This is an optimization exercise on Yosys and OpenROAD, whose aim is a short achievable clock period, not a production implementation. Function was checked by simulation only, so behaviour that the tests miss may differ from the original. The flow treats the clock pin as an ideal source. Dropping or thinning the clock tree relies on that and would not hold on a real chip.

==> inputs of v28 <==
==> flow/design.v (excerpt) <==
module alu(OPA, OPB, CIN, INP_VALID, CLK, RST, CMD, CE, MODE, COUT, OFLOW, RES, G, E, L, ERR);
    input [7:0] OPA, OPB;
    input CLK, RST, CE, MODE, CIN;
    input [1:0] INP_VALID;
    input [3:0] CMD;
    output reg [15:0] RES;
    output reg COUT, OFLOW, G, E, L, ERR;
    wire vab = INP_VALID[0] & INP_VALID[1];
    wire va = INP_VALID[0];
    wire vb = INP_VALID[1];
    wire am = CE & MODE;
    wire lm = CE & ~MODE;
    wire d_add = am & vab & (CMD == 4'd0);
    wire d_sub = am & vab & (CMD == 4'd1);
    wire d_addc = am & vab & (CMD == 4'd2);
    wire d_subc = am & vab & (CMD == 4'd3);
    wire d_inca = am & va & (CMD == 4'd4);
    wire d_deca = am & va & (CMD == 4'd5);
    wire d_incb = am & vb & (CMD == 4'd6);
    wire d_decb = am & vb & (CMD == 4'd7);
    wire d_cmp = am & vab & (CMD == 4'd8);
    wire d_sadd = am & vab & (CMD == 4'd11);
    wire d_ssub = am & vab & (CMD == 4'd12);
    wire d_and = lm & vab & (CMD == 4'd0);
    wire d_nand = lm & vab & (CMD == 4'd1);
    wire d_or = lm & vab & (CMD == 4'd2);
    wire d_nor = lm & vab & (CMD == 4'd3);
    wire d_xor = lm & vab & (CMD == 4'd4);
    wire d_xnor = lm & vab & (CMD == 4'd5);
    wire d_nota = lm & va & (CMD == 4'd6);
    wire d_notb = lm & vb & (CMD == 4'd7);
    wire d_shra = lm & va & (CMD == 4'd8);
    wire d_shla = lm & va & (CMD == 4'd9);
    wire d_shrb = lm & vb & (CMD == 4'd10);
    wire d_shlb = lm & vb & (CMD == 4'd11);
    wire d_rol = lm & vab & (CMD == 4'd12);
    wire d_ror = lm & vab & (CMD == 4'd13);
    wire mul_en = am & vab & (CMD[3:2] == 2'b10) & (CMD[1] ^ CMD[0]);
    wire [9:0] y = {2'b00, OPB};
    wire [9:0] xa = {2'b00, OPA};
    wire b0i_y0 = 1'b1, b0i_y1 = y[0], b0i_y2 = y[1];
    wire one0i = b0i_y1 ^ b0i_y0;
    wire e0i = b0i_y2 ^ b0i_y1;
  ...
clock: 8.0 ns
lec_check: 0
cap_margin: 20
core_margin: 2
core_utilization: 40
slew_margin: 20
standard.sh (not shown) runs the stock make flow with config.mk's settings and CLKGATE_MAP_FILE= SYNTH_SCRIPT=/design/flow/synth_recipe.tcl, a recipe that flattens the netlist after the stock synthesis.
==> flow/flow/run.sh <==
#!/bin/bash
# Standard ORFS flow (the standard.sh) with:
#  - the standard flow's synthesis script wrapped so that ABC uses flow/abc_speed.script, and no
#    full-adder cell extraction;
#  - input port buffers resized and a hand-built clock tree of buf_16/buf_12 buffers
#    (flow/pre_cts.tcl, flow/manual_cts.tcl) in place of TritonCTS;
#  - after CTS, drive-0 and low-power cells sized up and one more timing repair
#    (flow/post_cts.tcl);
#  - repair_timing aiming well below the 8 ns constraint.
W=$(pwd)
export MY_FLOW_DIR=$W/flow
export MY_ABC_SCRIPT=$W/flow/abc_speed.script
export FLOW_SYNTH_TCL=$W/synth_recipe.tcl
export MCTS_NROOT=4
export MCTS_NLEAF=2
export MCTS_ROOT_CELL=sky130_fd_sc_hd__buf_16
export MCTS_LEAF_CELL=sky130_fd_sc_hd__buf_12
bash standard.sh SYNTH_SCRIPT=$W/flow/my_synth.tcl ADDER_MAP_FILE= ABC_CLOCK_PERIOD_IN_PS=1000 \
  PRE_CTS_TCL=$W/flow/pre_cts.tcl POST_CTS_TCL=$W/flow/post_cts.tcl SETUP_SLACK_MARGIN=5.65 finish > flow_make.log 2>&1
Other scripts of this flow, unchanged in this note and not shown: flow/flow/abc_speed.script, flow/flow/manual_cts.tcl, flow/flow/my_synth.tcl, flow/flow/post_cts.tcl, flow/flow/pre_cts.tcl
==> v19: changes against v28 <==
--- a/flow/flow/run.sh
+++ b/flow/flow/run.sh
@@ -16,4 +16,4 @@
 export MCTS_ROOT_CELL=sky130_fd_sc_hd__buf_16
 export MCTS_LEAF_CELL=sky130_fd_sc_hd__buf_12
 bash standard.sh SYNTH_SCRIPT=$W/flow/my_synth.tcl ADDER_MAP_FILE= ABC_CLOCK_PERIOD_IN_PS=1000 \
-  PRE_CTS_TCL=$W/flow/pre_cts.tcl POST_CTS_TCL=$W/flow/post_cts.tcl SETUP_SLACK_MARGIN=5.65 finish > flow_make.log 2>&1
+  PRE_CTS_TCL=$W/flow/pre_cts.tcl POST_CTS_TCL=$W/flow/post_cts.tcl SETUP_SLACK_MARGIN=5.65 CORE_UTILIZATION=35 finish > flow_make.log 2>&1
==> flow_metrics.tcl <==
set metrics [dict create \
    status "complete, no violations" \
    clockNetworkPower_uw 569 \
    switching_power_uw 881 \
    grt_use_total 0.267 \
    grt_pass1_vias 13600 \
    fillCellCount 3214 \
    worst-setup-path-type "flip-flop to flip-flop" \
    r2r_start "row3_q[3]" \
    timing.final.ws_setup_ns 5.61 \
    fp.coreArea_um2 33600 \
    gp_congestion 0.933 \
    tightest_slew_ns 0.595 \
    clk_pin_slew_ns 0.10 \
]
The numbers above come from v19.

==> flow_metrics.tcl <==
set metrics [dict create \
    status "complete, no violations" \
    antenna_found_initial 0 \
    layout_top_registers "RES x16, row0i_q x9, row0s_q x9" \
    r2r_start "row3_q[2]" \
    clockNetworkPower_uw 564 \
    worst-setup-path-type "flip-flop to primary output" \
    timing.final.ws_setup_ns 5.61 \
    power.share.switching 0.359 \
    grt_use_total 0.297 \
    grt_pass1_vias 13300 \
    gp_congestion 0.962 \
    tightest_slew_ns 0.580 \
    fp.coreArea_um2 29600 \
    clk_pin_slew_ns 0.11 \
    power_uw 2430 \
]
The numbers above come from v28.

In every run of this note, the design's own scripts or RTL, not TritonCTS, make the clock network.

==> re-timing with driven ports <==
Ports are ideal in the flow. The routed layouts listed here were re-timed in OpenROAD. Step 1, drivers: a clkbuf_16 drives CLK and a buf_2 each remaining input, both assumed. Step 2 times the ports against the registers' clock, not the clock port: input delays grow and output delays shrink by t, the midpoint of the rising clock arrivals with the driver on. Three values: ideal ports, drivers, drivers and shift; two values: the first two.
| run | t, ns | setup WS [ns] | worst hold slack (ns) |
|---|---|---|---|
| v28 | 0.361 | 5.606 / 5.487 / 5.410 | 0.343 / 0.343 / 0.343 |
| v19 | 0.363 | 5.612 / 5.497 / 5.360 | 0.334 / 0.334 / 0.334 |
After both steps setup and hold are still met in every run listed. The setup slack of v19, which loses most, moves by -0.115 ns with the drivers and by -0.252 ns with both steps.
